Background: an optimization exercise with open tools, aiming at small area and a short achievable clock period. Do not read the settings as production practice. At most, simulation tests tie the RTL to the original design; equivalence was not proved. No functional check of the RTL was part of run 1.

==> flow/design.v, too long to show whole: its modules and the start of the top module <==
// module MultiTop: 20 lines
// module FA: 4 lines
// module HA: 4 lines
// module BENC: 8 lines
// module BENC2: 10 lines
// module INV: 3 lines
// module NOR2: 3 lines
// module ANDN: 3 lines
// module NAND2: 3 lines
// module XOR2: 3 lines
// module AND2: 3 lines
// module AO21: 3 lines
// module XNOR: 3 lines
// module PPSEL: 3 lines
// module Multi: 1196 lines
module MultiTop(
    input             clk,
    input      [31:0] a,
    input      [31:0] b,
    output reg [31:0] prod
);
  // ...
==> flow/flow/run.sh <==
#!/bin/bash
# The standard layout (the standard.sh, standard synthesis included), except that the
# buffers buffer_ports puts on every input and output port are buf_1 cells rather than the
# clkdlybuf4s50_1 delay cells it picks by default. The make output goes to standard.log;
# ORFS keeps each step's own log under orfs/logs/.
set -euo pipefail
bash standard.sh BUFFER_PORTS_ARGS="-buffer_cell sky130_fd_sc_hd__buf_1" finish > standard.log 2>&1
==> flow/standard.sh <==
#!/bin/bash
# synth_recipe.tcl (not shown) runs the flow's synth.tcl, then flattens the netlist and writes it again
# the make line also repeats each setting of config.mk as NAME=value (left out here)
make -C /OpenROAD-flow-scripts/flow DESIGN_CONFIG=/design/flow/config.mk WORK_HOME=/design/flow/orfs CLKGATE_MAP_FILE= SYNTH_SCRIPT=/design/flow/synth_recipe.tcl "${@:-finish}"
==> flow/config.mk <==
export PLATFORM = sky130hd
export DESIGN_NAME = MultiTop
export DESIGN_NICKNAME = MultiTop
export VERILOG_FILES = /design/flow/design.v
export SDC_FILE = /design/flow/constraint.sdc
export NUM_CORES = 4
export LEC_CHECK = 0
export CAP_MARGIN = 20
export CORE_MARGIN = 2
export CORE_UTILIZATION = 40
export SLEW_MARGIN = 75
export SYNTH_HIERARCHICAL = 1
export SYNTH_MINIMUM_KEEP_SIZE = 0
==> flow/constraint.sdc <==
create_clock -name core_clock -period 17.0 [get_ports {clk}]
set_input_delay 3.4000 -clock core_clock [delete_from_list [all_inputs] [get_ports {clk}]]
set_output_delay 3.4000 -clock core_clock [all_outputs]
set_load 0.01 [all_outputs]
==> impl_summary.txt, run 1 <==
----------------------------------------------------
[Yosys]
  Largest family of logic cells by synthesized area ... adder cells
  Yosys top cell area share ... 0.332
  Dominant register cell in the synthesized netlist ... dfxtp_1
  Ys Warns ... 7
  Fraction of the mapped netlist area in adder cells ... 0.365

[Final layout]
  Comb_multi_in ... roughly 1,000
  Layout clock area frac ... 0.0212
  Finished Core Util ... 0.465
  Number of flip-flops and latches ... 96
  Seq area share ... 0.140
  Fillers ... 2,884

[Clock tree]
  Clock root buffer master ... clkbuf_16
  CTS H-Tree Depth ... 3
  Clock slew at the register clock pins of the worst setup and hold paths ... about 80 ps
  Post-CTS Hold Fix Bufs ... 0
  Number of buffers added by the clock tree synthesis step ... 9
  Clock Latency Late Sink ... roughly 380 ps
  Num Clock Sinks ... 96

[Drt]
  Highest metal layer with signal wires ... met4
  Wire length on met2 ... approximately 16,000 microns
  Post-route antenna net violation count ... 0
  Met1 layer wirelength in the final routing ... roughly 15,000 microns
  Routed via count divided by cell count ... roughly 5.7

[Placement]
  Worst setup slack before clock tree synthesis ... between 10,000 and 15,000 ps
  Total cell area at the placement stage ... roughly 0.014 sq mm
  Final weighted congestion in routability-driven placement ... between 0.8 and 0.9

[Setup path]
  Worst Setup End Kind ... register
  Worst Setup Path Type ... register to register
  Path depth of the worst reg2reg path ... 17

[STA]
  Post-route worst setup slack ... ~12,000 ps
  Worst hold slack after final layout ... about 780 ps

[Run status]
  Status ... timing/DRC/antenna clean

[GRT]
  Maximum number of pins on one net before global-route repair ... 38
  Number of global-route vias before repair ... slightly below 10,000

[Die]
  Ports placed on the boundary ... 97

[Hold path]
  Hold path startpoint ... b_q[0]
  Hold crit path type ... register to register

----------------------------------------------------
==> run 2: changes to the inputs <==
--- a/flow/design.v
+++ b/flow/design.v
@@ -824,240 +824,240 @@
     FA fa18(.a(pp5[0]), .b(pp0[10]), .c(pp1[8]), .s(w45), .co(w46));
     FA fa19(.a(pp2[6]), .b(pp3[4]), .c(pp4[2]), .s(w47), .co(w48));
     FA fa20(.a(w38), .b(w45), .c(w47), .s(w49), .co(w50));
     FA fa21(.a(w40), .b(w42), .c(w49), .s(w51), .co(w52));
     FA fa22(.a(pp0[11]), .b(pp1[9]), .c(pp2[7]), .s(w53), .co(w54));
     FA fa23(.a(pp3[5]), .b(pp4[3]), .c(pp5[1]), .s(w55), .co(w56));
     FA fa24(.a(fc5), .b(w46), .c(w48), .s(w57), .co(w58));
     FA fa25(.a(w53), .b(w55), .c(w50), .s(w59), .co(w60));
-    FA fa26(.a(w57), .b(w59), .c(w52), .s(w61), .co(w62));
-    FA fa27(.a(pp6[0]), .b(pp0[12]), .c(pp1[10]), .s(w63), .co(w64));
-    FA fa28(.a(pp2[8]), .b(pp3[6]), .c(pp4[4]), .s(w65), .co(w66));
-    FA fa29(.a(pp5[2]), .b(w54), .c(w56), .s(w67), .co(w68));
-    FA fa30(.a(w63), .b(w65), .c(w58), .s(w69), .co(w70));
-    FA fa31(.a(w67), .b(w60), .c(w69), .s(w71), .co(w72));
-    FA fa32(.a(pp0[13]), .b(pp1[11]), .c(pp2[9]), .s(w73), .co(w74));
-    FA fa33(.a(pp3[7]), .b(pp4[5]), .c(pp5[3]), .s(w75), .co(w76));
-    FA fa34(.a(pp6[1]), .b(fc6), .c(w64), .s(w77), .co(w78));
-    FA fa35(.a(w66), .b(w73), .c(w75), .s(w79), .co(w80));
-    FA fa36(.a(w68), .b(w77), .c(w79), .s(w81), .co(w82));
-    HA ha6(.a(w70), .b(w81), .s(w83), .co(w84));
-    FA fa37(.a(pp7[0]), .b(pp0[14]), .c(pp1[12]), .s(w85), .co(w86));
-    FA fa38(.a(pp2[10]), .b(pp3[8]), .c(pp4[6]), .s(w87), .co(w88));
-    FA fa39(.a(pp5[4]), .b(pp6[2]), .c(w74), .s(w89), .co(w90));
-    FA fa40(.a(w76), .b(w85), .c(w87), .s(w91), .co(w92));
-    FA fa41(.a(w78), .b(w89), .c(w80), .s(w93), .co(w94));
-    FA fa42(.a(w91), .b(w82), .c(w93), .s(w95), .co(w96));
-    FA fa43(.a(pp0[15]), .b(pp1[13]), .c(pp2[11]), .s(w97), .co(w98));
-    FA fa44(.a(pp3[9]), .b(pp4[7]), .c(pp5[5]), .s(w99), .co(w100));
-    FA fa45(.a(pp6[3]), .b(pp7[1]), .c(fc7), .s(w101), .co(w102));
-    FA fa46(.a(w86), .b(w88), .c(w97), .s(w103), .co(w104));
-    FA fa47(.a(w99), .b(w101), .c(w90), .s(w105), .co(w106));
-    FA fa48(.a(w92), .b(w103), .c(w105), .s(w107), .co(w108));
-    FA fa49(.a(w94), .b(w107), .c(w96), .s(w109), .co(w110));
-    FA fa50(.a(pp8[0]), .b(pp0[16]), .c(pp1[14]), .s(w111), .co(w112));
-    FA fa51(.a(pp2[12]), .b(pp3[10]), .c(pp4[8]), .s(w113), .co(w114));
-    FA fa52(.a(pp5[6]), .b(pp6[4]), .c(pp7[2]), .s(w115), .co(w116));
-    FA fa53(.a(w98), .b(w100), .c(w111), .s(w117), .co(w118));
-    FA fa54(.a(w113), .b(w115), .c(w102), .s(w119), .co(w120));
-    FA fa55(.a(w104), .b(w117), .c(w119), .s(w121), .co(w122));
-    FA fa56(.a(w106), .b(w121), .c(w108), .s(w123), .co(w124));
-    FA fa57(.a(pp0[17]), .b(pp1[15]), .c(pp2[13]), .s(w125), .co(w126));
-    FA fa58(.a(pp3[11]), .b(pp4[9]), .c(pp5[7]), .s(w127), .co(w128));
-    FA fa59(.a(pp6[5]), .b(pp7[3]), .c(pp8[1]), .s(w129), .co(w130));
-    FA fa60(.a(fc8), .b(w112), .c(w114), .s(w131), .co(w132));
-    FA fa61(.a(w116), .b(w125), .c(w127), .s(w133), .co(w134));
-    FA fa62(.a(w129), .b(w118), .c(w120), .s(w135), .co(w136));
-    FA fa63(.a(w131), .b(w133), .c(w122), .s(w137), .co(w138));
-    FA fa64(.a(w135), .b(w137), .c(w124), .s(w139), .co(w140));
-    FA fa65(.a(pp9[0]), .b(pp0[18]), .c(pp1[16]), .s(w141), .co(w142));
-    FA fa66(.a(pp2[14]), .b(pp3[12]), .c(pp4[10]), .s(w143), .co(w144));
-    FA fa67(.a(pp5[8]), .b(pp6[6]), .c(pp7[4]), .s(w145), .co(w146));
-    FA fa68(.a(pp8[2]), .b(w126), .c(w128), .s(w147), .co(w148));
-    FA fa69(.a(w130), .b(w141), .c(w143), .s(w149), .co(w150));
-    FA fa70(.a(w145), .b(w132), .c(w134), .s(w151), .co(w152));
-    FA fa71(.a(w147), .b(w149), .c(w136), .s(w153), .co(w154));
-    FA fa72(.a(w151), .b(w138), .c(w153), .s(w155), .co(w156));
-    FA fa73(.a(pp0[19]), .b(pp1[17]), .c(pp2[15]), .s(w157), .co(w158));
-    FA fa74(.a(pp3[13]), .b(pp4[11]), .c(pp5[9]), .s(w159), .co(w160));
-    FA fa75(.a(pp6[7]), .b(pp7[5]), .c(pp8[3]), .s(w161), .co(w162));
-    FA fa76(.a(pp9[1]), .b(fc9), .c(w142), .s(w163), .co(w164));
-    FA fa77(.a(w144), .b(w146), .c(w157), .s(w165), .co(w166));
-    FA fa78(.a(w159), .b(w161), .c(w148), .s(w167), .co(w168));
-    FA fa79(.a(w163), .b(w150), .c(w165), .s(w169), .co(w170));
-    FA fa80(.a(w152), .b(w167), .c(w169), .s(w171), .co(w172));
-    HA ha7(.a(w154), .b(w171), .s(w173), .co(w174));
-    FA fa81(.a(pp10[0]), .b(pp0[20]), .c(pp1[18]), .s(w175), .co(w176));
-    FA fa82(.a(pp2[16]), .b(pp3[14]), .c(pp4[12]), .s(w177), .co(w178));
-    FA fa83(.a(pp5[10]), .b(pp6[8]), .c(pp7[6]), .s(w179), .co(w180));
-    FA fa84(.a(pp8[4]), .b(pp9[2]), .c(w158), .s(w181), .co(w182));
-    FA fa85(.a(w160), .b(w162), .c(w175), .s(w183), .co(w184));
-    FA fa86(.a(w177), .b(w179), .c(w164), .s(w185), .co(w186));
-    FA fa87(.a(w166), .b(w181), .c(w183), .s(w187), .co(w188));
-    FA fa88(.a(w168), .b(w185), .c(w170), .s(w189), .co(w190));
-    FA fa89(.a(w187), .b(w172), .c(w189), .s(w191), .co(w192));
-    FA fa90(.a(pp0[21]), .b(pp1[19]), .c(pp2[17]), .s(w193), .co(w194));
-    FA fa91(.a(pp3[15]), .b(pp4[13]), .c(pp5[11]), .s(w195), .co(w196));
-    FA fa92(.a(pp6[9]), .b(pp7[7]), .c(pp8[5]), .s(w197), .co(w198));
-    FA fa93(.a(pp9[3]), .b(pp10[1]), .c(fc10), .s(w199), .co(w200));
-    FA fa94(.a(w176), .b(w178), .c(w180), .s(w201), .co(w202));
-    FA fa95(.a(w193), .b(w195), .c(w197), .s(w203), .co(w204));
-    FA fa96(.a(w199), .b(w182), .c(w184), .s(w205), .co(w206));
-    FA fa97(.a(w201), .b(w203), .c(w186), .s(w207), .co(w208));
-    FA fa98(.a(w188), .b(w205), .c(w207), .s(w209), .co(w210));
-    FA fa99(.a(w190), .b(w209), .c(w192), .s(w211), .co(w212));
-    FA fa100(.a(pp11[0]), .b(pp0[22]), .c(pp1[20]), .s(w213), .co(w214));
-    FA fa101(.a(pp2[18]), .b(pp3[16]), .c(pp4[14]), .s(w215), .co(w216));
-    FA fa102(.a(pp5[12]), .b(pp6[10]), .c(pp7[8]), .s(w217), .co(w218));
-    FA fa103(.a(pp8[6]), .b(pp9[4]), .c(pp10[2]), .s(w219), .co(w220));
-    FA fa104(.a(w194), .b(w196), .c(w198), .s(w221), .co(w222));
-    FA fa105(.a(w213), .b(w215), .c(w217), .s(w223), .co(w224));
-    FA fa106(.a(w219), .b(w200), .c(w202), .s(w225), .co(w226));
-    FA fa107(.a(w204), .b(w221), .c(w223), .s(w227), .co(w228));
-    FA fa108(.a(w206), .b(w225), .c(w227), .s(w229), .co(w230));
-    FA fa109(.a(w208), .b(w229), .c(w210), .s(w231), .co(w232));
-    FA fa110(.a(pp0[23]), .b(pp1[21]), .c(pp2[19]), .s(w233), .co(w234));
-    FA fa111(.a(pp3[17]), .b(pp4[15]), .c(pp5[13]), .s(w235), .co(w236));
-    FA fa112(.a(pp6[11]), .b(pp7[9]), .c(pp8[7]), .s(w237), .co(w238));
-    FA fa113(.a(pp9[5]), .b(pp10[3]), .c(pp11[1]), .s(w239), .co(w240));
-    FA fa114(.a(fc11), .b(w214), .c(w216), .s(w241), .co(w242));
-    FA fa115(.a(w218), .b(w220), .c(w233), .s(w243), .co(w244));
-    FA fa116(.a(w235), .b(w237), .c(w239), .s(w245), .co(w246));
-    FA fa117(.a(w222), .b(w224), .c(w241), .s(w247), .co(w248));
-    FA fa118(.a(w243), .b(w245), .c(w226), .s(w249), .co(w250));
-    FA fa119(.a(w228), .b(w247), .c(w249), .s(w251), .co(w252));
-    HA ha8(.a(w230), .b(w251), .s(w253), .co(w254));
-    FA fa120(.a(pp12[0]), .b(pp0[24]), .c(pp1[22]), .s(w255), .co(w256));
-    FA fa121(.a(pp2[20]), .b(pp3[18]), .c(pp4[16]), .s(w257), .co(w258));
-    FA fa122(.a(pp5[14]), .b(pp6[12]), .c(pp7[10]), .s(w259), .co(w260));
-    FA fa123(.a(pp8[8]), .b(pp9[6]), .c(pp10[4]), .s(w261), .co(w262));
-    FA fa124(.a(pp11[2]), .b(w234), .c(w236), .s(w263), .co(w264));
-    FA fa125(.a(w238), .b(w240), .c(w255), .s(w265), .co(w266));
-    FA fa126(.a(w257), .b(w259), .c(w261), .s(w267), .co(w268));
-    FA fa127(.a(w242), .b(w244), .c(w246), .s(w269), .co(w270));
-    FA fa128(.a(w263), .b(w265), .c(w267), .s(w271), .co(w272));
-    FA fa129(.a(w248), .b(w269), .c(w271), .s(w273), .co(w274));
-    FA fa130(.a(w250), .b(w273), .c(w252), .s(w275), .co(w276));
-    FA fa131(.a(pp0[25]), .b(pp1[23]), .c(pp2[21]), .s(w277), .co(w278));
-    FA fa132(.a(pp3[19]), .b(pp4[17]), .c(pp5[15]), .s(w279), .co(w280));
-    FA fa133(.a(pp6[13]), .b(pp7[11]), .c(pp8[9]), .s(w281), .co(w282));
-    FA fa134(.a(pp9[7]), .b(pp10[5]), .c(pp11[3]), .s(w283), .co(w284));
-    FA fa135(.a(pp12[1]), .b(fc12), .c(w256), .s(w285), .co(w286));
-    FA fa136(.a(w258), .b(w260), .c(w262), .s(w287), .co(w288));
-    FA fa137(.a(w277), .b(w279), .c(w281), .s(w289), .co(w290));
-    FA fa138(.a(w283), .b(w264), .c(w266), .s(w291), .co(w292));
-    FA fa139(.a(w285), .b(w268), .c(w287), .s(w293), .co(w294));
-    FA fa140(.a(w289), .b(w270), .c(w291), .s(w295), .co(w296));
-    FA fa141(.a(w272), .b(w293), .c(w295), .s(w297), .co(w298));
-    HA ha9(.a(w274), .b(w297), .s(w299), .co(w300));
-    FA fa142(.a(pp13[0]), .b(pp0[26]), .c(pp1[24]), .s(w301), .co(w302));
-    FA fa143(.a(pp2[22]), .b(pp3[20]), .c(pp4[18]), .s(w303), .co(w304));
-    FA fa144(.a(pp5[16]), .b(pp6[14]), .c(pp7[12]), .s(w305), .co(w306));
-    FA fa145(.a(pp8[10]), .b(pp9[8]), .c(pp10[6]), .s(w307), .co(w308));
-    FA fa146(.a(pp11[4]), .b(pp12[2]), .c(w278), .s(w309), .co(w310));
-    FA fa147(.a(w280), .b(w282), .c(w284), .s(w311), .co(w312));
-    FA fa148(.a(w301), .b(w303), .c(w305), .s(w313), .co(w314));
-    FA fa149(.a(w307), .b(w286), .c(w288), .s(w315), .co(w316));
-    FA fa150(.a(w309), .b(w290), .c(w311), .s(w317), .co(w318));
-    FA fa151(.a(w313), .b(w292), .c(w315), .s(w319), .co(w320));
-    FA fa152(.a(w294), .b(w317), .c(w296), .s(w321), .co(w322));
-    FA fa153(.a(w319), .b(w298), .c(w321), .s(w323), .co(w324));
-    FA fa154(.a(pp0[27]), .b(pp1[25]), .c(pp2[23]), .s(w325), .co(w326));
-    FA fa155(.a(pp3[21]), .b(pp4[19]), .c(pp5[17]), .s(w327), .co(w328));
-    FA fa156(.a(pp6[15]), .b(pp7[13]), .c(pp8[11]), .s(w329), .co(w330));
-    FA fa157(.a(pp9[9]), .b(pp10[7]), .c(pp11[5]), .s(w331), .co(w332));
-    FA fa158(.a(pp12[3]), .b(pp13[1]), .c(fc13), .s(w333), .co(w334));
-    FA fa159(.a(w302), .b(w304), .c(w306), .s(w335), .co(w336));
-    FA fa160(.a(w308), .b(w325), .c(w327), .s(w337), .co(w338));
-    FA fa161(.a(w329), .b(w331), .c(w333), .s(w339), .co(w340));
-    FA fa162(.a(w310), .b(w312), .c(w314), .s(w341), .co(w342));
-    FA fa163(.a(w335), .b(w337), .c(w339), .s(w343), .co(w344));
-    FA fa164(.a(w316), .b(w318), .c(w341), .s(w345), .co(w346));
-    FA fa165(.a(w343), .b(w320), .c(w345), .s(w347), .co(w348));
-    HA ha10(.a(w322), .b(w347), .s(w349), .co(w350));
-    FA fa166(.a(pp14[0]), .b(pp0[28]), .c(pp1[26]), .s(w351), .co(w352));
-    FA fa167(.a(pp2[24]), .b(pp3[22]), .c(pp4[20]), .s(w353), .co(w354));
-    FA fa168(.a(pp5[18]), .b(pp6[16]), .c(pp7[14]), .s(w355), .co(w356));
-    FA fa169(.a(pp8[12]), .b(pp9[10]), .c(pp10[8]), .s(w357), .co(w358));
-    FA fa170(.a(pp11[6]), .b(pp12[4]), .c(pp13[2]), .s(w359), .co(w360));
-    FA fa171(.a(w326), .b(w328), .c(w330), .s(w361), .co(w362));
-    FA fa172(.a(w332), .b(w351), .c(w353), .s(w363), .co(w364));
-    FA fa173(.a(w355), .b(w357), .c(w359), .s(w365), .co(w366));
-    FA fa174(.a(w334), .b(w336), .c(w338), .s(w367), .co(w368));
-    FA fa175(.a(w361), .b(w340), .c(w363), .s(w369), .co(w370));
-    FA fa176(.a(w365), .b(w342), .c(w367), .s(w371), .co(w372));
-    FA fa177(.a(w344), .b(w369), .c(w346), .s(w373), .co(w374));
-    FA fa178(.a(w371), .b(w348), .c(w373), .s(w375), .co(w376));
-    FA fa179(.a(pp0[29]), .b(pp1[27]), .c(pp2[25]), .s(w377), .co(w378));
-    FA fa180(.a(pp3[23]), .b(pp4[21]), .c(pp5[19]), .s(w379), .co(w380));
-    FA fa181(.a(pp6[17]), .b(pp7[15]), .c(pp8[13]), .s(w381), .co(w382));
-    FA fa182(.a(pp9[11]), .b(pp10[9]), .c(pp11[7]), .s(w383), .co(w384));
-    FA fa183(.a(pp12[5]), .b(pp13[3]), .c(pp14[1]), .s(w385), .co(w386));
-    FA fa184(.a(fc14), .b(w352), .c(w354), .s(w387), .co(w388));
-    FA fa185(.a(w356), .b(w358), .c(w360), .s(w389), .co(w390));
-    FA fa186(.a(w377), .b(w379), .c(w381), .s(w391), .co(w392));
-    FA fa187(.a(w383), .b(w385), .c(w362), .s(w393), .co(w394));
-    FA fa188(.a(w364), .b(w366), .c(w387), .s(w395), .co(w396));
-    FA fa189(.a(w389), .b(w391), .c(w368), .s(w397), .co(w398));
-    FA fa190(.a(w393), .b(w370), .c(w395), .s(w399), .co(w400));
-    FA fa191(.a(w372), .b(w397), .c(w399), .s(w401), .co(w402));
-    HA ha11(.a(w374), .b(w401), .s(w403), .co(w404));
-    FA fa192(.a(pp15[0]), .b(pp0[30]), .c(pp1[28]), .s(w405), .co(w406));
-    FA fa193(.a(pp2[26]), .b(pp3[24]), .c(pp4[22]), .s(w407), .co(w408));
-    FA fa194(.a(pp5[20]), .b(pp6[18]), .c(pp7[16]), .s(w409), .co(w410));
-    FA fa195(.a(pp8[14]), .b(pp9[12]), .c(pp10[10]), .s(w411), .co(w412));
-    FA fa196(.a(pp11[8]), .b(pp12[6]), .c(pp13[4]), .s(w413), .co(w414));
-    FA fa197(.a(pp14[2]), .b(w378), .c(w380), .s(w415), .co(w416));
-    FA fa198(.a(w382), .b(w384), .c(w386), .s(w417), .co(w418));
-    FA fa199(.a(w405), .b(w407), .c(w409), .s(w419), .co(w420));
-    FA fa200(.a(w411), .b(w413), .c(w388), .s(w421), .co(w422));
-    FA fa201(.a(w390), .b(w392), .c(w415), .s(w423), .co(w424));
-    FA fa202(.a(w417), .b(w419), .c(w394), .s(w425), .co(w426));
-    FA fa203(.a(w421), .b(w396), .c(w423), .s(w427), .co(w428));
-    FA fa204(.a(w398), .b(w425), .c(w400), .s(w429), .co(w430));
-    FA fa205(.a(w427), .b(w402), .c(w429), .s(w431), .co(w432));
+    HA ha6(.a(w57), .b(w59), .s(w61), .co(w62));
+    FA fa26(.a(pp6[0]), .b(pp0[12]), .c(pp1[10]), .s(w63), .co(w64));
+    FA fa27(.a(pp2[8]), .b(pp3[6]), .c(pp4[4]), .s(w65), .co(w66));
+    FA fa28(.a(pp5[2]), .b(w54), .c(w56), .s(w67), .co(w68));
+    FA fa29(.a(w63), .b(w65), .c(w58), .s(w69), .co(w70));
+    FA fa30(.a(w67), .b(w60), .c(w69), .s(w71), .co(w72));
+    FA fa31(.a(pp0[13]), .b(pp1[11]), .c(pp2[9]), .s(w73), .co(w74));
+    FA fa32(.a(pp3[7]), .b(pp4[5]), .c(pp5[3]), .s(w75), .co(w76));
+    FA fa33(.a(pp6[1]), .b(fc6), .c(w64), .s(w77), .co(w78));
+    FA fa34(.a(w66), .b(w73), .c(w75), .s(w79), .co(w80));
+    FA fa35(.a(w68), .b(w77), .c(w79), .s(w81), .co(w82));
+    HA ha7(.a(w70), .b(w81), .s(w83), .co(w84));
+    FA fa36(.a(pp7[0]), .b(pp0[14]), .c(pp1[12]), .s(w85), .co(w86));
+    FA fa37(.a(pp2[10]), .b(pp3[8]), .c(pp4[6]), .s(w87), .co(w88));
+    FA fa38(.a(pp5[4]), .b(pp6[2]), .c(w74), .s(w89), .co(w90));
+    FA fa39(.a(w76), .b(w85), .c(w87), .s(w91), .co(w92));
+    FA fa40(.a(w78), .b(w89), .c(w80), .s(w93), .co(w94));
+    FA fa41(.a(w91), .b(w82), .c(w93), .s(w95), .co(w96));
+    FA fa42(.a(pp0[15]), .b(pp1[13]), .c(pp2[11]), .s(w97), .co(w98));
+    FA fa43(.a(pp3[9]), .b(pp4[7]), .c(pp5[5]), .s(w99), .co(w100));
+    FA fa44(.a(pp6[3]), .b(pp7[1]), .c(fc7), .s(w101), .co(w102));
+    FA fa45(.a(w86), .b(w88), .c(w97), .s(w103), .co(w104));
+    FA fa46(.a(w99), .b(w101), .c(w90), .s(w105), .co(w106));
+    FA fa47(.a(w92), .b(w103), .c(w105), .s(w107), .co(w108));
+    HA ha8(.a(w94), .b(w107), .s(w109), .co(w110));
+    FA fa48(.a(pp8[0]), .b(pp0[16]), .c(pp1[14]), .s(w111), .co(w112));
+    FA fa49(.a(pp2[12]), .b(pp3[10]), .c(pp4[8]), .s(w113), .co(w114));
+    FA fa50(.a(pp5[6]), .b(pp6[4]), .c(pp7[2]), .s(w115), .co(w116));
+    FA fa51(.a(w98), .b(w100), .c(w111), .s(w117), .co(w118));
+    FA fa52(.a(w113), .b(w115), .c(w102), .s(w119), .co(w120));
+    FA fa53(.a(w104), .b(w117), .c(w119), .s(w121), .co(w122));
+    FA fa54(.a(w106), .b(w121), .c(w108), .s(w123), .co(w124));
+    FA fa55(.a(pp0[17]), .b(pp1[15]), .c(pp2[13]), .s(w125), .co(w126));
+    FA fa56(.a(pp3[11]), .b(pp4[9]), .c(pp5[7]), .s(w127), .co(w128));
+    FA fa57(.a(pp6[5]), .b(pp7[3]), .c(pp8[1]), .s(w129), .co(w130));
+    FA fa58(.a(fc8), .b(w112), .c(w114), .s(w131), .co(w132));
+    FA fa59(.a(w116), .b(w125), .c(w127), .s(w133), .co(w134));
+    FA fa60(.a(w129), .b(w118), .c(w120), .s(w135), .co(w136));
+    FA fa61(.a(w131), .b(w133), .c(w122), .s(w137), .co(w138));
+    HA ha9(.a(w135), .b(w137), .s(w139), .co(w140));
+    FA fa62(.a(pp9[0]), .b(pp0[18]), .c(pp1[16]), .s(w141), .co(w142));
+    FA fa63(.a(pp2[14]), .b(pp3[12]), .c(pp4[10]), .s(w143), .co(w144));
+    FA fa64(.a(pp5[8]), .b(pp6[6]), .c(pp7[4]), .s(w145), .co(w146));
+    FA fa65(.a(pp8[2]), .b(w126), .c(w128), .s(w147), .co(w148));
+    FA fa66(.a(w130), .b(w141), .c(w143), .s(w149), .co(w150));
+    FA fa67(.a(w145), .b(w132), .c(w134), .s(w151), .co(w152));
+    FA fa68(.a(w147), .b(w149), .c(w136), .s(w153), .co(w154));
+    FA fa69(.a(w151), .b(w138), .c(w153), .s(w155), .co(w156));
+    FA fa70(.a(pp0[19]), .b(pp1[17]), .c(pp2[15]), .s(w157), .co(w158));
+    FA fa71(.a(pp3[13]), .b(pp4[11]), .c(pp5[9]), .s(w159), .co(w160));
+    FA fa72(.a(pp6[7]), .b(pp7[5]), .c(pp8[3]), .s(w161), .co(w162));
+    FA fa73(.a(pp9[1]), .b(fc9), .c(w142), .s(w163), .co(w164));
+    FA fa74(.a(w144), .b(w146), .c(w157), .s(w165), .co(w166));
+    FA fa75(.a(w159), .b(w161), .c(w148), .s(w167), .co(w168));
+    FA fa76(.a(w163), .b(w150), .c(w165), .s(w169), .co(w170));
+    FA fa77(.a(w152), .b(w167), .c(w169), .s(w171), .co(w172));
+    HA ha10(.a(w154), .b(w171), .s(w173), .co(w174));
+    FA fa78(.a(pp10[0]), .b(pp0[20]), .c(pp1[18]), .s(w175), .co(w176));
+    FA fa79(.a(pp2[16]), .b(pp3[14]), .c(pp4[12]), .s(w177), .co(w178));
+    FA fa80(.a(pp5[10]), .b(pp6[8]), .c(pp7[6]), .s(w179), .co(w180));
+    FA fa81(.a(pp8[4]), .b(pp9[2]), .c(w158), .s(w181), .co(w182));
+    FA fa82(.a(w160), .b(w162), .c(w175), .s(w183), .co(w184));
+    FA fa83(.a(w177), .b(w179), .c(w164), .s(w185), .co(w186));
+    FA fa84(.a(w166), .b(w181), .c(w183), .s(w187), .co(w188));
+    FA fa85(.a(w168), .b(w185), .c(w170), .s(w189), .co(w190));
+    FA fa86(.a(w187), .b(w172), .c(w189), .s(w191), .co(w192));
+    FA fa87(.a(pp0[21]), .b(pp1[19]), .c(pp2[17]), .s(w193), .co(w194));
+    FA fa88(.a(pp3[15]), .b(pp4[13]), .c(pp5[11]), .s(w195), .co(w196));
+    FA fa89(.a(pp6[9]), .b(pp7[7]), .c(pp8[5]), .s(w197), .co(w198));
+    FA fa90(.a(pp9[3]), .b(pp10[1]), .c(fc10), .s(w199), .co(w200));
+    FA fa91(.a(w176), .b(w178), .c(w180), .s(w201), .co(w202));
+    FA fa92(.a(w193), .b(w195), .c(w197), .s(w203), .co(w204));
+    FA fa93(.a(w199), .b(w182), .c(w184), .s(w205), .co(w206));
+    FA fa94(.a(w201), .b(w203), .c(w186), .s(w207), .co(w208));
+    FA fa95(.a(w188), .b(w205), .c(w207), .s(w209), .co(w210));
+    HA ha11(.a(w190), .b(w209), .s(w211), .co(w212));
+    FA fa96(.a(pp11[0]), .b(pp0[22]), .c(pp1[20]), .s(w213), .co(w214));
+    FA fa97(.a(pp2[18]), .b(pp3[16]), .c(pp4[14]), .s(w215), .co(w216));
+    FA fa98(.a(pp5[12]), .b(pp6[10]), .c(pp7[8]), .s(w217), .co(w218));
+    FA fa99(.a(pp8[6]), .b(pp9[4]), .c(pp10[2]), .s(w219), .co(w220));
+    FA fa100(.a(w194), .b(w196), .c(w198), .s(w221), .co(w222));
+    FA fa101(.a(w213), .b(w215), .c(w217), .s(w223), .co(w224));
+    FA fa102(.a(w219), .b(w200), .c(w202), .s(w225), .co(w226));
+    FA fa103(.a(w204), .b(w221), .c(w223), .s(w227), .co(w228));
+    FA fa104(.a(w206), .b(w225), .c(w227), .s(w229), .co(w230));
+    FA fa105(.a(w208), .b(w229), .c(w210), .s(w231), .co(w232));
+    FA fa106(.a(pp0[23]), .b(pp1[21]), .c(pp2[19]), .s(w233), .co(w234));
+    FA fa107(.a(pp3[17]), .b(pp4[15]), .c(pp5[13]), .s(w235), .co(w236));
+    FA fa108(.a(pp6[11]), .b(pp7[9]), .c(pp8[7]), .s(w237), .co(w238));
+    FA fa109(.a(pp9[5]), .b(pp10[3]), .c(pp11[1]), .s(w239), .co(w240));
+    FA fa110(.a(fc11), .b(w214), .c(w216), .s(w241), .co(w242));
+    FA fa111(.a(w218), .b(w220), .c(w233), .s(w243), .co(w244));
+    FA fa112(.a(w235), .b(w237), .c(w239), .s(w245), .co(w246));
+    FA fa113(.a(w222), .b(w224), .c(w241), .s(w247), .co(w248));
+    FA fa114(.a(w243), .b(w245), .c(w226), .s(w249), .co(w250));
+    FA fa115(.a(w228), .b(w247), .c(w249), .s(w251), .co(w252));
+    HA ha12(.a(w230), .b(w251), .s(w253), .co(w254));
+    FA fa116(.a(pp12[0]), .b(pp0[24]), .c(pp1[22]), .s(w255), .co(w256));
+    FA fa117(.a(pp2[20]), .b(pp3[18]), .c(pp4[16]), .s(w257), .co(w258));
+    FA fa118(.a(pp5[14]), .b(pp6[12]), .c(pp7[10]), .s(w259), .co(w260));
+    FA fa119(.a(pp8[8]), .b(pp9[6]), .c(pp10[4]), .s(w261), .co(w262));
+    FA fa120(.a(pp11[2]), .b(w234), .c(w236), .s(w263), .co(w264));
+    FA fa121(.a(w238), .b(w240), .c(w255), .s(w265), .co(w266));
+    FA fa122(.a(w257), .b(w259), .c(w261), .s(w267), .co(w268));
+    FA fa123(.a(w242), .b(w244), .c(w246), .s(w269), .co(w270));
+    FA fa124(.a(w263), .b(w265), .c(w267), .s(w271), .co(w272));
+    FA fa125(.a(w248), .b(w269), .c(w271), .s(w273), .co(w274));
+    FA fa126(.a(w250), .b(w273), .c(w252), .s(w275), .co(w276));
+    FA fa127(.a(pp0[25]), .b(pp1[23]), .c(pp2[21]), .s(w277), .co(w278));
+    FA fa128(.a(pp3[19]), .b(pp4[17]), .c(pp5[15]), .s(w279), .co(w280));
+    FA fa129(.a(pp6[13]), .b(pp7[11]), .c(pp8[9]), .s(w281), .co(w282));
+    FA fa130(.a(pp9[7]), .b(pp10[5]), .c(pp11[3]), .s(w283), .co(w284));
+    FA fa131(.a(pp12[1]), .b(fc12), .c(w256), .s(w285), .co(w286));
+    FA fa132(.a(w258), .b(w260), .c(w262), .s(w287), .co(w288));
+    FA fa133(.a(w277), .b(w279), .c(w281), .s(w289), .co(w290));
+    FA fa134(.a(w283), .b(w264), .c(w266), .s(w291), .co(w292));
+    FA fa135(.a(w285), .b(w268), .c(w287), .s(w293), .co(w294));
+    FA fa136(.a(w289), .b(w270), .c(w291), .s(w295), .co(w296));
+    FA fa137(.a(w272), .b(w293), .c(w295), .s(w297), .co(w298));
+    HA ha13(.a(w274), .b(w297), .s(w299), .co(w300));
+    FA fa138(.a(pp13[0]), .b(pp0[26]), .c(pp1[24]), .s(w301), .co(w302));
+    FA fa139(.a(pp2[22]), .b(pp3[20]), .c(pp4[18]), .s(w303), .co(w304));
+    FA fa140(.a(pp5[16]), .b(pp6[14]), .c(pp7[12]), .s(w305), .co(w306));
+    FA fa141(.a(pp8[10]), .b(pp9[8]), .c(pp10[6]), .s(w307), .co(w308));
+    FA fa142(.a(pp11[4]), .b(pp12[2]), .c(w278), .s(w309), .co(w310));
+    FA fa143(.a(w280), .b(w282), .c(w284), .s(w311), .co(w312));
+    FA fa144(.a(w301), .b(w303), .c(w305), .s(w313), .co(w314));
+    FA fa145(.a(w307), .b(w286), .c(w288), .s(w315), .co(w316));
+    FA fa146(.a(w309), .b(w290), .c(w311), .s(w317), .co(w318));
+    FA fa147(.a(w313), .b(w292), .c(w315), .s(w319), .co(w320));
+    FA fa148(.a(w294), .b(w317), .c(w296), .s(w321), .co(w322));
+    FA fa149(.a(w319), .b(w298), .c(w321), .s(w323), .co(w324));
+    FA fa150(.a(pp0[27]), .b(pp1[25]), .c(pp2[23]), .s(w325), .co(w326));
+    FA fa151(.a(pp3[21]), .b(pp4[19]), .c(pp5[17]), .s(w327), .co(w328));
+    FA fa152(.a(pp6[15]), .b(pp7[13]), .c(pp8[11]), .s(w329), .co(w330));
+    FA fa153(.a(pp9[9]), .b(pp10[7]), .c(pp11[5]), .s(w331), .co(w332));
+    FA fa154(.a(pp12[3]), .b(pp13[1]), .c(fc13), .s(w333), .co(w334));
+    FA fa155(.a(w302), .b(w304), .c(w306), .s(w335), .co(w336));
+    FA fa156(.a(w308), .b(w325), .c(w327), .s(w337), .co(w338));
+    FA fa157(.a(w329), .b(w331), .c(w333), .s(w339), .co(w340));
+    FA fa158(.a(w310), .b(w312), .c(w314), .s(w341), .co(w342));
+    FA fa159(.a(w335), .b(w337), .c(w339), .s(w343), .co(w344));
+    FA fa160(.a(w316), .b(w318), .c(w341), .s(w345), .co(w346));
+    FA fa161(.a(w343), .b(w320), .c(w345), .s(w347), .co(w348));
+    HA ha14(.a(w322), .b(w347), .s(w349), .co(w350));
+    FA fa162(.a(pp14[0]), .b(pp0[28]), .c(pp1[26]), .s(w351), .co(w352));
+    FA fa163(.a(pp2[24]), .b(pp3[22]), .c(pp4[20]), .s(w353), .co(w354));
+    FA fa164(.a(pp5[18]), .b(pp6[16]), .c(pp7[14]), .s(w355), .co(w356));
+    FA fa165(.a(pp8[12]), .b(pp9[10]), .c(pp10[8]), .s(w357), .co(w358));
+    FA fa166(.a(pp11[6]), .b(pp12[4]), .c(pp13[2]), .s(w359), .co(w360));
+    FA fa167(.a(w326), .b(w328), .c(w330), .s(w361), .co(w362));
+    FA fa168(.a(w332), .b(w351), .c(w353), .s(w363), .co(w364));
+    FA fa169(.a(w355), .b(w357), .c(w359), .s(w365), .co(w366));
+    FA fa170(.a(w334), .b(w336), .c(w338), .s(w367), .co(w368));
+    FA fa171(.a(w361), .b(w340), .c(w363), .s(w369), .co(w370));
+    FA fa172(.a(w365), .b(w342), .c(w367), .s(w371), .co(w372));
+    FA fa173(.a(w344), .b(w369), .c(w346), .s(w373), .co(w374));
+    FA fa174(.a(w371), .b(w348), .c(w373), .s(w375), .co(w376));
+    FA fa175(.a(pp0[29]), .b(pp1[27]), .c(pp2[25]), .s(w377), .co(w378));
+    FA fa176(.a(pp3[23]), .b(pp4[21]), .c(pp5[19]), .s(w379), .co(w380));
+    FA fa177(.a(pp6[17]), .b(pp7[15]), .c(pp8[13]), .s(w381), .co(w382));
+    FA fa178(.a(pp9[11]), .b(pp10[9]), .c(pp11[7]), .s(w383), .co(w384));
+    FA fa179(.a(pp12[5]), .b(pp13[3]), .c(pp14[1]), .s(w385), .co(w386));
+    FA fa180(.a(fc14), .b(w352), .c(w354), .s(w387), .co(w388));
+    FA fa181(.a(w356), .b(w358), .c(w360), .s(w389), .co(w390));
+    FA fa182(.a(w377), .b(w379), .c(w381), .s(w391), .co(w392));
+    FA fa183(.a(w383), .b(w385), .c(w362), .s(w393), .co(w394));
+    FA fa184(.a(w364), .b(w366), .c(w387), .s(w395), .co(w396));
+    FA fa185(.a(w389), .b(w391), .c(w368), .s(w397), .co(w398));
+    FA fa186(.a(w393), .b(w370), .c(w395), .s(w399), .co(w400));
+    FA fa187(.a(w372), .b(w397), .c(w399), .s(w401), .co(w402));
+    HA ha15(.a(w374), .b(w401), .s(w403), .co(w404));
+    FA fa188(.a(pp15[0]), .b(pp0[30]), .c(pp1[28]), .s(w405), .co(w406));
+    FA fa189(.a(pp2[26]), .b(pp3[24]), .c(pp4[22]), .s(w407), .co(w408));
+    FA fa190(.a(pp5[20]), .b(pp6[18]), .c(pp7[16]), .s(w409), .co(w410));
+    FA fa191(.a(pp8[14]), .b(pp9[12]), .c(pp10[10]), .s(w411), .co(w412));
+    FA fa192(.a(pp11[8]), .b(pp12[6]), .c(pp13[4]), .s(w413), .co(w414));
+    FA fa193(.a(pp14[2]), .b(w378), .c(w380), .s(w415), .co(w416));
+    FA fa194(.a(w382), .b(w384), .c(w386), .s(w417), .co(w418));
+    FA fa195(.a(w405), .b(w407), .c(w409), .s(w419), .co(w420));
+    FA fa196(.a(w411), .b(w413), .c(w388), .s(w421), .co(w422));
+    FA fa197(.a(w390), .b(w392), .c(w415), .s(w423), .co(w424));
+    FA fa198(.a(w417), .b(w419), .c(w394), .s(w425), .co(w426));
+    FA fa199(.a(w421), .b(w396), .c(w423), .s(w427), .co(w428));
+    FA fa200(.a(w398), .b(w425), .c(w400), .s(w429), .co(w430));
+    FA fa201(.a(w427), .b(w402), .c(w429), .s(w431), .co(w432));
     assign prod[0] = pp0[0];
     assign prod[1] = w1;
     assign prod[2] = w3;
     assign prod[3] = w7;
     assign prod[4] = w11;
     assign prod[5] = w17;
     wire g6, p6;
     HA hgp6(.a(w18), .b(w23), .s(p6), .co(g6));
     wire g7, p7;
     HA hgp7(.a(w24), .b(w29), .s(p7), .co(g7));
     wire g8, p8;
     HA hgp8(.a(w30), .b(w35), .s(p8), .co(g8));
     wire g9, p9;
     HA hgp9(.a(w36), .b(w43), .s(p9), .co(g9));
     wire g10, p10;
     HA hgp10(.a(w44), .b(w51), .s(p10), .co(g10));
-    wire g11 = 1'b0;
-    wire p11 = w61;
+    wire g11, p11;
+    HA hgp11(.a(w52), .b(w61), .s(p11), .co(g11));
     wire g12, p12;
     HA hgp12(.a(w62), .b(w71), .s(p12), .co(g12));
     wire g13, p13;
     HA hgp13(.a(w72), .b(w83), .s(p13), .co(g13));
     wire g14, p14;
     HA hgp14(.a(w84), .b(w95), .s(p14), .co(g14));
-    wire g15 = 1'b0;
-    wire p15 = w109;
+    wire g15, p15;
+    HA hgp15(.a(w96), .b(w109), .s(p15), .co(g15));
     wire g16, p16;
     HA hgp16(.a(w110), .b(w123), .s(p16), .co(g16));
-    wire g17 = 1'b0;
-    wire p17 = w139;
+    wire g17, p17;
+    HA hgp17(.a(w124), .b(w139), .s(p17), .co(g17));
     wire g18, p18;
     HA hgp18(.a(w140), .b(w155), .s(p18), .co(g18));
     wire g19, p19;
     HA hgp19(.a(w156), .b(w173), .s(p19), .co(g19));
     wire g20, p20;
     HA hgp20(.a(w174), .b(w191), .s(p20), .co(g20));
-    wire g21 = 1'b0;
-    wire p21 = w211;
+    wire g21, p21;
+    HA hgp21(.a(w192), .b(w211), .s(p21), .co(g21));
     wire g22, p22;
     HA hgp22(.a(w212), .b(w231), .s(p22), .co(g22));
     wire g23, p23;
     HA hgp23(.a(w232), .b(w253), .s(p23), .co(g23));
     wire g24, p24;
     HA hgp24(.a(w254), .b(w275), .s(p24), .co(g24));
     wire g25, p25;
     HA hgp25(.a(w276), .b(w299), .s(p25), .co(g25));
@@ -1066,64 +1066,56 @@
     wire g27, p27;
     HA hgp27(.a(w324), .b(w349), .s(p27), .co(g27));
     wire g28, p28;
     HA hgp28(.a(w350), .b(w375), .s(p28), .co(g28));
     wire g29, p29;
     HA hgp29(.a(w376), .b(w403), .s(p29), .co(g29));
     wire g30, p30;
     HA hgp30(.a(w404), .b(w431), .s(p30), .co(g30));
-    wire G8_7;
-    AO21 gao8_7(.a1(p8), .a2(g7), .b1(g8), .x(G8_7));
-    wire P8_7;
-    AND2 pand8_7(.a(p8), .b(p7), .y(P8_7));
     wire G7_6;
     AO21 gao7_6(.a1(p7), .a2(g6), .b1(g7), .x(G7_6));
+    wire G9_8;
+    AO21 gao9_8(.a1(p9), .a2(g8), .b1(g9), .x(G9_8));
+    wire P9_8;
+    AND2 pand9_8(.a(p9), .b(p8), .y(P9_8));
+    wire G10_8;
+    AO21 gao10_8(.a1(p10), .a2(G9_8), .b1(g10), .x(G10_8));
+    wire P10_8;
+    AND2 pand10_8(.a(p10), .b(P9_8), .y(P10_8));
     wire G8_6;
-    AO21 gao8_6(.a1(P8_7), .a2(g6), .b1(G8_7), .x(G8_6));
-    wire G10_9;
-    AO21 gao10_9(.a1(p10), .a2(g9), .b1(g10), .x(G10_9));
-    wire P10_9;
-    AND2 pand10_9(.a(p10), .b(p9), .y(P10_9));
-    wire G11_9;
-    AND2 gand11_9(.a(p11), .b(G10_9), .y(G11_9));
-    wire P11_9;
-    AND2 pand11_9(.a(p11), .b(P10_9), .y(P11_9));
+    AO21 gao8_6(.a1(p8), .a2(G7_6), .b1(g8), .x(G8_6));
     wire G9_6;
-    AO21 gao9_6(.a1(p9), .a2(G8_6), .b1(g9), .x(G9_6));
+    AO21 gao9_6(.a1(P9_8), .a2(G7_6), .b1(G9_8), .x(G9_6));
     wire G10_6;
-    AO21 gao10_6(.a1(P10_9), .a2(G8_6), .b1(G10_9), .x(G10_6));
+    AO21 gao10_6(.a1(P10_8), .a2(G7_6), .b1(G10_8), .x(G10_6));
+    wire G12_11;
+    AO21 gao12_11(.a1(p12), .a2(g11), .b1(g12), .x(G12_11));
+    wire P12_11;
+    AND2 pand12_11(.a(p12), .b(p11), .y(P12_11));
     wire G11_6;
-    AO21 gao11_6(.a1(P11_9), .a2(G8_6), .b1(G11_9), .x(G11_6));
-    wire G13_12;
-    AO21 gao13_12(.a1(p13), .a2(g12), .b1(g13), .x(G13_12));
-    wire P13_12;
-    AND2 pand13_12(.a(p13), .b(p12), .y(P13_12));
-    wire G15_14;
-    AND2 gand15_14(.a(p15), .b(g14), .y(G15_14));
-    wire P15_14;
-    AND2 pand15_14(.a(p15), .b(p14), .y(P15_14));
-    wire G14_12;
-    AO21 gao14_12(.a1(p14), .a2(G13_12), .b1(g14), .x(G14_12));
-    wire P14_12;
-    AND2 pand14_12(.a(p14), .b(P13_12), .y(P14_12));
-    wire G15_12;
-    AO21 gao15_12(.a1(P15_14), .a2(G13_12), .b1(G15_14), .x(G15_12));
-    wire P15_12;
-    AND2 pand15_12(.a(P15_14), .b(P13_12), .y(P15_12));
+    AO21 gao11_6(.a1(p11), .a2(G10_6), .b1(g11), .x(G11_6));
     wire G12_6;
-    AO21 gao12_6(.a1(p12), .a2(G11_6), .b1(g12), .x(G12_6));
+    AO21 gao12_6(.a1(P12_11), .a2(G10_6), .b1(G12_11), .x(G12_6));
+    wire G14_13;
+    AO21 gao14_13(.a1(p14), .a2(g13), .b1(g14), .x(G14_13));
+    wire P14_13;
+    AND2 pand14_13(.a(p14), .b(p13), .y(P14_13));
+    wire G15_13;
+    AO21 gao15_13(.a1(p15), .a2(G14_13), .b1(g15), .x(G15_13));
+    wire P15_13;
+    AND2 pand15_13(.a(p15), .b(P14_13), .y(P15_13));
     wire G13_6;
-    AO21 gao13_6(.a1(P13_12), .a2(G11_6), .b1(G13_12), .x(G13_6));
+    AO21 gao13_6(.a1(p13), .a2(G12_6), .b1(g13), .x(G13_6));
     wire G14_6;
-    AO21 gao14_6(.a1(P14_12), .a2(G11_6), .b1(G14_12), .x(G14_6));
+    AO21 gao14_6(.a1(P14_13), .a2(G12_6), .b1(G14_13), .x(G14_6));
     wire G15_6;
-    AO21 gao15_6(.a1(P15_12), .a2(G11_6), .b1(G15_12), .x(G15_6));
+    AO21 gao15_6(.a1(P15_13), .a2(G12_6), .b1(G15_13), .x(G15_6));
     wire G17_16;
-    AND2 gand17_16(.a(p17), .b(g16), .y(G17_16));
+    AO21 gao17_16(.a1(p17), .a2(g16), .b1(g17), .x(G17_16));
     wire P17_16;
     AND2 pand17_16(.a(p17), .b(p16), .y(P17_16));
     wire G18_16;
     AO21 gao18_16(.a1(p18), .a2(G17_16), .b1(g18), .x(G18_16));
     wire P18_16;
     AND2 pand18_16(.a(p18), .b(P17_16), .y(P18_16));
     wire G16_6;
     AO21 gao16_6(.a1(p16), .a2(G15_6), .b1(g16), .x(G16_6));
@@ -1131,17 +1123,17 @@
     AO21 gao17_6(.a1(P17_16), .a2(G15_6), .b1(G17_16), .x(G17_6));
     wire G18_6;
     AO21 gao18_6(.a1(P18_16), .a2(G15_6), .b1(G18_16), .x(G18_6));
     wire G20_19;
     AO21 gao20_19(.a1(p20), .a2(g19), .b1(g20), .x(G20_19));
     wire P20_19;
     AND2 pand20_19(.a(p20), .b(p19), .y(P20_19));
     wire G21_19;
-    AND2 gand21_19(.a(p21), .b(G20_19), .y(G21_19));
+    AO21 gao21_19(.a1(p21), .a2(G20_19), .b1(g21), .x(G21_19));
     wire P21_19;
     AND2 pand21_19(.a(p21), .b(P20_19), .y(P21_19));
     wire G23_22;
     AO21 gao23_22(.a1(p23), .a2(g22), .b1(g23), .x(G23_22));
     wire P23_22;
     AND2 pand23_22(.a(p23), .b(p22), .y(P23_22));
     wire G22_19;
     AO21 gao22_19(.a1(p22), .a2(G21_19), .b1(g22), .x(G22_19));
==> flow/flow/run.sh (replaced) <==
#!/bin/bash
# The standard layout (the standard.sh), with two changes after the standard synthesis:
# - buffer_ports puts buf_1 cells on the ports rather than clkdlybuf4s50_1 delay cells;
# - the delay cells (clkdlybuf4s*, dlygate*, dlymetal*) are added to the platform's
#   don't-use list, so that repair_design buffers slow nets with ordinary buffers.
# Each run's output goes to its own log here; ORFS keeps each step's log under orfs/logs/.
set -euo pipefail
bash standard.sh synth > synth.log 2>&1
DU=$(make -s -C "$FLOW_HOME" DESIGN_CONFIG="$PWD/config.mk" WORK_HOME="$PWD/orfs" print-DONT_USE_CELLS | sed -n 's/^DONT_USE_CELLS: //p')
[[ -n "$DU" ]]
for c in clkdlybuf4s15_1 clkdlybuf4s15_2 clkdlybuf4s18_1 clkdlybuf4s18_2 clkdlybuf4s25_1 clkdlybuf4s25_2 \
         clkdlybuf4s50_1 clkdlybuf4s50_2 dlygate4sd1_1 dlygate4sd2_1 dlygate4sd3_1 \
         dlymetal6s2s_1 dlymetal6s4s_1 dlymetal6s6s_1; do
  DU="$DU sky130_fd_sc_hd__$c"
done
bash standard.sh BUFFER_PORTS_ARGS="-buffer_cell sky130_fd_sc_hd__buf_1" DONT_USE_CELLS="$DU" finish > standard.log 2>&1
==> run 2 against run 1 <==
Still clean. Area after synthesis barely moved. Utilization is 0.17 points higher. Maximum frequency shrank 3.1%. Wire length up 1.4%. Synthesized cell count unchanged.
==> impl_summary.txt, run 2 <==
----------------------------------------------------
[Setup path]
  Path depth of the worst reg2reg path ... 17 (unchanged)
  Biggest cell delay along the critical path ... 490 ps (was 500 ps)
  Reg-to-Reg Start ... b_q[9] (was b_q[3])
  Library cell contributing the largest single delay on the critical path ... fa_1 (unchanged)
  Slack of the worst reg-to-reg path ... 11,330 ps (was 11,500 ps)
  Library cell appearing most often on the critical path ... fa_1
  Worst Setup Path Type ... register to register (unchanged)
  Largest fanout on the critical path ... 29 (was 35)
  Sort of element at the start of the critical path ... register (unchanged)
  Worst EP required ... 17,250 ps (was 17,260 ps)
  Worst flop-to-flop path endpoint ... prod[31] (was prod[25])
  CP cell instances ... buf_6 -> xnor2_2 -> buf_2 -> buf_2 -> o22ai_1 -> fa_1 -> fa_1 -> fa_1 -> fa_1 -> fa_1 -> fa_1 -> ha_1 -> and2_1 -> a21o_1 -> a21o_1 -> a21o_1 -> xor2_1 (was buf_8 -> xor2_1 -> nand2_4 -> buf_4 -> o22ai_1 -> fa_1 -> fa_1 -> fa_1 -> fa_1 -> fa_1 -> and2_1 -> a21o_1 -> a21o_1 -> a21o_1 -> a21o_1 -> a21o_1 -> xor2_1)
  Worst Setup End Kind ... register (unchanged)
  Critical path data arrival time ... 5920 ps (was 5760 ps)

[Yosys]
  Per-instance average area after synthesis ... 11.2 sq um (about the same)
  Async set-reset flop share out of synthesis ... 0 (unchanged)
  Post-synthesis cell type with the largest combined area ... fa_1 (unchanged)
  Yosys top cell area share ... 0.326 (was 0.332)
  Count of cell types in the netlist ... 15 (unchanged)
  Cell types with the highest counts after synthesis ... xnor2_1, o22ai_1, fa_1 (unchanged)
  Number of register bits inferred by synthesis ... 96 (unchanged)
  Synth Cell Area ... 0.0123 sq mm (about the same)
  Number of enable-type register cells in the synthesized netlist ... 0 (unchanged)
  Top-count cell post-synth ... xnor2_1 (unchanged)
  Mapped Nets ... 1,409 (was 1,405)
  Sequential element share of the synthesized area ... 0.156 (about the same)
  Most area-consuming cells after synthesis ... fa_1, xnor2_1, dfxtp_1, o22ai_1, xor2_1 (unchanged)
  Ys Warns ... 7 (unchanged)
  Dominant register cell in the synthesized netlist ... dfxtp_1 (unchanged)
  Post-Synthesis Cells ... 1,103 (unchanged)

[Clock tree]
  CTS H-Tree Depth ... 3 (unchanged)
  CTS tree ... built (unchanged)
  Clock Path Buffers ... 2 (unchanged)
  Number of instances resized during post-cts repair ... 0 (unchanged)
  Clock Latency Late Sink ... 380 ps (about the same)
  Clock root buffer master ... clkbuf_16 (unchanged)
  Buffers inserted during post-CTS setup optimization ... 0 (unchanged)
  Num Clock Sinks ... 96 (unchanged)
  Number of buffers added by the clock tree synthesis step ... 9 (unchanged)
  Post-CTS Hold Fix Bufs ... 0 (unchanged)
  Clock slew at the register clock pins of the worst setup and hold paths ... 80 ps (about the same)

[Hold path]
  Hold path startpoint ... b_q[1] (was b_q[0])
  Hold crit path type ... register to register (unchanged)
  Worst hold path endpoint ... prod[1] (was prod[0])
  Number of instances on the worst hold path ... 2 (unchanged)

[Drt]
  Post-route antenna net violation count ... 0 (unchanged)
  DRT iter0 DRCs ... 835 (was 755)
  Total wire length after detailed routing ... 34,900 microns (was 34,400 microns)
  DRC Markers ... 0 (unchanged)
  Vias ... 9,493 (was 9,352)
  Drt pass-1 iters ... 5 (was 7)
  Routed via count divided by cell count ... 5.73 (was 5.70)
  Post-detailed-route wirelength per cell ... 21.1 microns (was 21.0 microns)

[STA]
  Max frequency ... 0.176 GHz (was 0.182 GHz)
  Slew Limit Headroom ... 0.756 (was 0.744)
  Final setup violation count ... 0 (unchanged)
  Summed negative setup slack over all endpoints ... 0 ps (unchanged)
  Largest clock skew in the final design ... 10.3 ps (was 11.4 ps)
  Transition time at the pin with the least slew margin ... 365 ps (was 383 ps)
  Max-slew violation total from the final report ... 0 (unchanged)
  Fin. Hold Viols ... 0 (unchanged)
  Final period utilization ... 0.334 (was 0.323)
  Final Critical Period ... 5670 ps (was 5500 ps)
  Setup repair after global routing missed its margin ... no (unchanged)

[Final layout]
  Area added between synthesis and finish ... 15.3% (was 14.9%)
  Most used cells in the layout excluding fill and tap cells ... xnor2_1, o22ai_1, fa_1 (unchanged)
  Most common library cell in the layout ignoring fill and taps ... xnor2_1 (unchanged)
  Largest regs ... a_q: 32 flops, b_q: 32 flops, prod: 32 flops (unchanged)
  # nets final ... 1,562 (was 1,542)
  Fraction of layout cells with a size suffix above 1 ... 0.142 (was 0.123)

[Placement]
  Final weighted congestion in routability-driven placement ... 0.903 (was 0.879)
  Buffers added on ports ... 96 (unchanged)
  Placed wire-length estimate ... 27,700 microns (was 26,400 microns)

[GRT]
  Maximum number of pins on one net before global-route repair ... 30 (was 38)
  Number of global-route vias before repair ... 10,007 (was 9,896)
  Number of antenna violations at the first check in global routing ... 0 (unchanged)
  Gr usage total ... 0.220 (was 0.222)
  Global-route wire length before repair ... 55,300 microns (was 56,000 microns)
  Overflow left after global routing ... 0 (unchanged)

[Run status]
  Status ... timing/DRC/antenna clean (unchanged)

[Die]
  Width of the chip ... 180 microns (about the same)
  Ports placed on the boundary ... 97 (unchanged)
  Row cnt ... 64 (unchanged)
  Area of the die ... 0.0323 sq mm (about the same)
  Placeable core area ... 0.0305 sq mm (unchanged)
  Initial Utilization ... 0.405 (about the same)
  Chip height ... 180 microns (about the same)

[Flow run]
  Number of max-cap violations ... 0 (unchanged)

----------------------------------------------------
[run 2: cells by family after synthesis]
logic type	share of synthesized area
flip-flops	0.156
XOR/XNOR	0.264
buffers and inverters	0.00486
adder cells (fa/ha/maj)	0.366
AND/OR/NAND/NOR	0.0384
AO/OA/AOI/OAI	0.171
[run 2: area by class of cell]
class                   instances  area [sq um]
flip-flops and latches         96          2010
clock buffers                   9           225
diodes                          1          2.50
clock inverters                 7          61.3
repair buffers                149           818
fillers                      2871         16300
inverters                       2          12.5
multi-input cells             998         10600
well taps                     396           495
[run 2: metal layers]
metal | part of all wire | track usage | vias up
met4 | 0.026 | 0.0807 | 0
met3 | 0.073 | 0.0450 | 58
met1 | 0.43 | 0.293 | 4718
met2 | 0.47 | 0.356 | 416
met5 | 0 | 0 | -
li1 | - | - | 4301
[run 2: metrics by stage]
step	worst slack (ps)	std cells	instance area [sq um]	util	hold WS, ps
after floorplan	10530	1103	12300	-	1000
after global placement	10720	1613	13300	0.435	976
after detailed placement	11380	1639	13900	0.455	803
after CTS	11370	1655	14200	0.464	818
after global routing	11090	1657	14200	0.467	871
final	11330	1658	14200	0.467	824
[run 2: modules after synthesis, one instance, submodules excluded, excerpt]
module / cells inside / times used
AND2: 1 / 21
AO21: 1 / 45
BENC: 1 / 15
FA: 1 / 201
HA: 1 / 40
Multi: 8 / 1
MultiTop: 96 / 1
NAND2: 1 / 15
NOR2: 1 / 16
XNOR: 1 / 302
XOR2: 1 / 70
[run 2: worst max-delay path, delay by kind of cell, from the launching register on]
| family | cells | cell delay (ps) |
|---|---|---|
| AO/OA/AOI/OAI | 4 | 700 |
| XOR/XNOR | 2 | 340 |
| adder cells (fa/ha/maj) | 7 | 3080 |
| buffers and inverters | 3 | 860 |
| flip-flops | 1 | 340 |
| AND/OR/NAND/NOR | 1 | 170 |
[run 2: worst max-delay path by stage]
stage / startpoint / endpoint / cells past startpoint
2_1_floorplan: b_q[1] / prod[31] / 14
3_3_place_gp: b_q[1] / prod[31] / 15
3_5_place_dp: b_q[9] / prod[31] / 17
4_1_cts: b_q[9] / prod[31] / 17
5_1_grt: b_q[9] / prod[31] / 17
6_report: b_q[9] / prod[31] / 17
==> run 3: changes to the inputs <==
==> flow/flow/run.sh (replaced) <==
#!/bin/bash
# The standard layout (the standard.sh, standard synthesis included), except that the
# buffers buffer_ports puts on every input and output port are buf_1 cells rather than the
# clkdlybuf4s50_1 delay cells it picks by default. The make output goes to standard.log;
# ORFS keeps each step's own log under orfs/logs/.
set -euo pipefail
bash standard.sh BUFFER_PORTS_ARGS="-buffer_cell sky130_fd_sc_hd__buf_1" finish > standard.log 2>&1
--- a/flow/config.mk
+++ b/flow/config.mk
@@ -9,5 +9,5 @@
 export CORE_MARGIN = 2
 export CORE_UTILIZATION = 40
-export SLEW_MARGIN = 75
+export SLEW_MARGIN = 77
 export SYNTH_HIERARCHICAL = 1
 export SYNTH_MINIMUM_KEEP_SIZE = 0
==> run 3 against run 2 <==
First-iteration DRC count is 17% lower. Global-route usage decreased by 0.36 points. Utilization is 0.31 points higher. Critical path type unchanged. Critical endpoint unchanged.
==> impl_summary.txt, run 3 <==
----------------------------------------------------
[GRT]
  Gr usage total ... 0.217 (was 0.220)
  Overflow left after global routing ... 0 (unchanged)
  Global-route wire length before repair ... 54,700 microns (was 55,300 microns)
  Number of global-route vias before repair ... 9,646 (was 10,007)
  Number of antenna violations at the first check in global routing ... 0 (unchanged)
  Maximum number of pins on one net before global-route repair ... 34 (was 30)

[Setup path]
  Library cell contributing the largest single delay on the critical path ... dfxtp_4 (was fa_1)
  Library cell appearing most often on the critical path ... fa_1 (unchanged)
  Worst Setup Path Type ... register to register (unchanged)
  Biggest cell delay along the critical path ... 520 ps (was 490 ps)
  Sort of element at the start of the critical path ... register (unchanged)
  Largest fanout on the critical path ... 20 (was 29)
  Worst EP required ... 17,270 ps (was 17,250 ps)

[Placement]
  Total placed cells including tap cells ... 1,629 (was 1,639)
  Buffers added on ports ... 96 (unchanged)
  Final weighted congestion in routability-driven placement ... 0.899 (was 0.903)
  Worst setup slack before clock tree synthesis ... 11,610 ps (was 11,380 ps)

[Yosys]
  Dominant register cell in the synthesized netlist ... dfxtp_1 (unchanged)
  Post-synthesis xor/xnor area fraction ... 0.264 (unchanged)
  Number of register bits inferred by synthesis ... 96 (unchanged)
  Cell types with the highest counts after synthesis ... xnor2_1, o22ai_1, fa_1 (unchanged)
  Synth Cell Area ... 0.0123 sq mm (unchanged)
  Simple-gate share of the synthesized area ... 0.0384 (unchanged)
  Mux cell area share after synthesis ... 0 (unchanged)
  Async set-reset flop share out of synthesis ... 0 (unchanged)
  Number of enable-type register cells in the synthesized netlist ... 0 (unchanged)
  Post-Synthesis Cells ... 1,103 (unchanged)
  Yosys top cell area share ... 0.326 (unchanged)
  Fraction of the mapped netlist area in adder cells ... 0.366 (unchanged)
  Most area-consuming cells after synthesis ... fa_1, xnor2_1, dfxtp_1, o22ai_1, xor2_1 (unchanged)
  Mapped Nets ... 1,409 (unchanged)

[Drt]
  Wire length on met2 ... 16,300 microns (about the same)
  Routed via count divided by cell count ... 5.71 (was 5.73)
  Post-detailed-route wirelength per cell ... 21.0 microns (was 21.1 microns)
  Drt pass-1 iters ... 6 (was 5)
  Vias ... 9,416 (was 9,493)
  DRC Markers ... 0 (unchanged)
  Highest metal layer with signal wires ... met4 (unchanged)
  Total wire length after detailed routing ... 34,600 microns (was 34,900 microns)

[STA]
  Final period utilization ... 0.319 (was 0.334)
  Summed negative setup slack over all endpoints ... 0 ps (unchanged)
  Largest clock skew in the final design ... 14.0 ps (was 10.3 ps)
  Setup repair after global routing missed its margin ... no (unchanged)
  Slew Limit Headroom ... 0.764 (was 0.756)
  Max-slew violation total from the final report ... 0 (unchanged)
  Final setup violation count ... 0 (unchanged)

[Clock tree]
  Clock root buffer master ... clkbuf_16 (unchanged)
  Clock slew at the register clock pins of the worst setup and hold paths ... 80 ps (about the same)
  Number of buffers added by the clock tree synthesis step ... 9 (unchanged)
  Num Clock Sinks ... 96 (unchanged)
  Number of instances resized during post-cts repair ... 0 (unchanged)
  CTS tree ... built (unchanged)
  Post-CTS Hold Fix Bufs ... 0 (unchanged)
  Clock Path Buffers ... 2 (unchanged)
  Buffers inserted during post-CTS setup optimization ... 0 (unchanged)
  CTS H-Tree Depth ... 3 (unchanged)

[Die]
  Initial Utilization ... 0.405 (unchanged)
  Ports placed on the boundary ... 97 (unchanged)
  Width of the chip ... 180 microns (unchanged)
  Row cnt ... 64 (unchanged)
  Area of the die ... 0.0323 sq mm (unchanged)
  Placeable core area ... 0.0305 sq mm (unchanged)

[Final layout]
  Most used cells in the layout excluding fill and tap cells ... xnor2_1, o22ai_1, fa_1 (unchanged)
  # nets final ... 1,554 (was 1,562)
  Fraction of layout cells with a size suffix above 1 ... 0.136 (was 0.142)
  Area added between synthesis and finish ... 16.1% (was 15.3%)
  Most common library cell in the layout ignoring fill and taps ... xnor2_1 (unchanged)

[Run status]
  Status ... timing/DRC/antenna clean (unchanged)

[Flow run]
  Number of max-cap violations ... 0 (unchanged)

----------------------------------------------------
## run 3: area by class of cell
cell class / count / area (sq um)
Timing Repair Buffer: 141 / 818
Multi-Input combinational cell: 998 / 10700
Clock inverter: 7 / 81.3
Inverter: 2 / 17.5
Sequential cell: 96 / 2000
Fill cell: 2848 / 16200
Tap cell: 396 / 495
Clock buffer: 9 / 225
## run 3: per-stage QoR
| stage | hold slack (ps) | instance area (sq um) | utilization |
|---|---|---|---|
| after global placement | 995 | 13300 | 0.437 |
| after detailed placement | 758 | 13900 | 0.455 |
| after CTS | 775 | 14200 | 0.465 |
| after floorplan | 1000 | 12300 | - |
| after global routing | 843 | 14300 | 0.470 |
| final | 821 | 14300 | 0.470 |
## run 3: critical path: cells and delay by family (launching register included)
| family | cells | cell delay [ps] |
|---|---|---|
| DFF | 1 | 520 |
| buffers and inverters | 2 | 420 |
| and+or+nand+nor | 1 | 160 |
| xor gates and xnor gates | 2 | 330 |
| AOI/OAI and AO/OA | 6 | 1250 |
| adders and majority gates | 6 | 2590 |
## run 3: routing by layer
layer / track usage / vias up
li1: - / 4260
met1: 0.293 / 4699
met2: 0.350 / 412
met3: 0.0492 / 45
met4: 0.0598 / 0
met5: 0 / -
## run 3: final timing paths
path | cells past startpoint | slack, ps | end | start
worst max-delay path | 17 | 11580 | prod[31] | b_q[1]
worst min-delay path | 2 | 820 | prod[0] | b_q[0]
worst max register to register | 17 | 11580 | prod[31] | b_q[1]
worst min register to register | 2 | 820 | prod[0] | b_q[0]
## run 3: kinds of logic (layout without fill, tap and decap cells)
| logic type | count (synthesis) | in the layout |
|---|---|---|
| XOR/XNOR | 372 | 372 |
| AO/OA/AOI/OAI | 316 | 316 |
| adder cells (fa/ha/maj) | 241 | 241 |
| flip-flops | 96 | 96 |
| AND/OR/NAND/NOR | 69 | 69 |
| buffers and inverters | 9 | 159 |
## run 3: modules after synthesis, one instance, submodules excluded
module    area, sq um  flip-flops and latches
INV              3.75                       0
XNOR             8.76                       0
AO21             7.51                       0
BENC             11.3                       0
NOR2             3.75                       0
AND2             6.26                       0
NAND2            3.75                       0
Multi            58.8                       0
ANDN             13.8                       0
XOR2             8.76                       0
HA               12.5                       0
MultiTop         1920                      96
PPSEL            6.26                       0
FA               20.0                       0

## afterwards: timing with drivers on the ports
The flow's constraints put no driver on any port. The routed layouts listed below were extracted and timed again, unchanged, in two steps. Step 1 (the two cells are an assumption about what drives the block):
set clk [get_ports {clk}]
set_driving_cell -lib_cell sky130_fd_sc_hd__clkbuf_16 $clk
set_driving_cell -lib_cell sky130_fd_sc_hd__buf_2 [delete_from_list [all_inputs] $clk]
Step 2 adds t to the input delays and takes it off the output delays; t is the mean of the earliest and latest rising clock arrival at the registers after step 1. Input paths then give back, and output paths get back, about the clock's delay inside the block. Slacks: ideal / step 1 / step 2; pairs: ideal / step 1.
run	shift t [ns]	setup WS [ns]	worst data-port slew with drivers (ns)	cell pins on the clock port's net
run 1	0.421	11.503 / 11.503 / 11.503	0.04	1
run 2	0.422	11.330 / 11.330 / 11.330	0.04	1
run 3	0.433	11.581 / 11.581 / 11.581	0.05	1
After both steps every run listed still meets setup and hold.
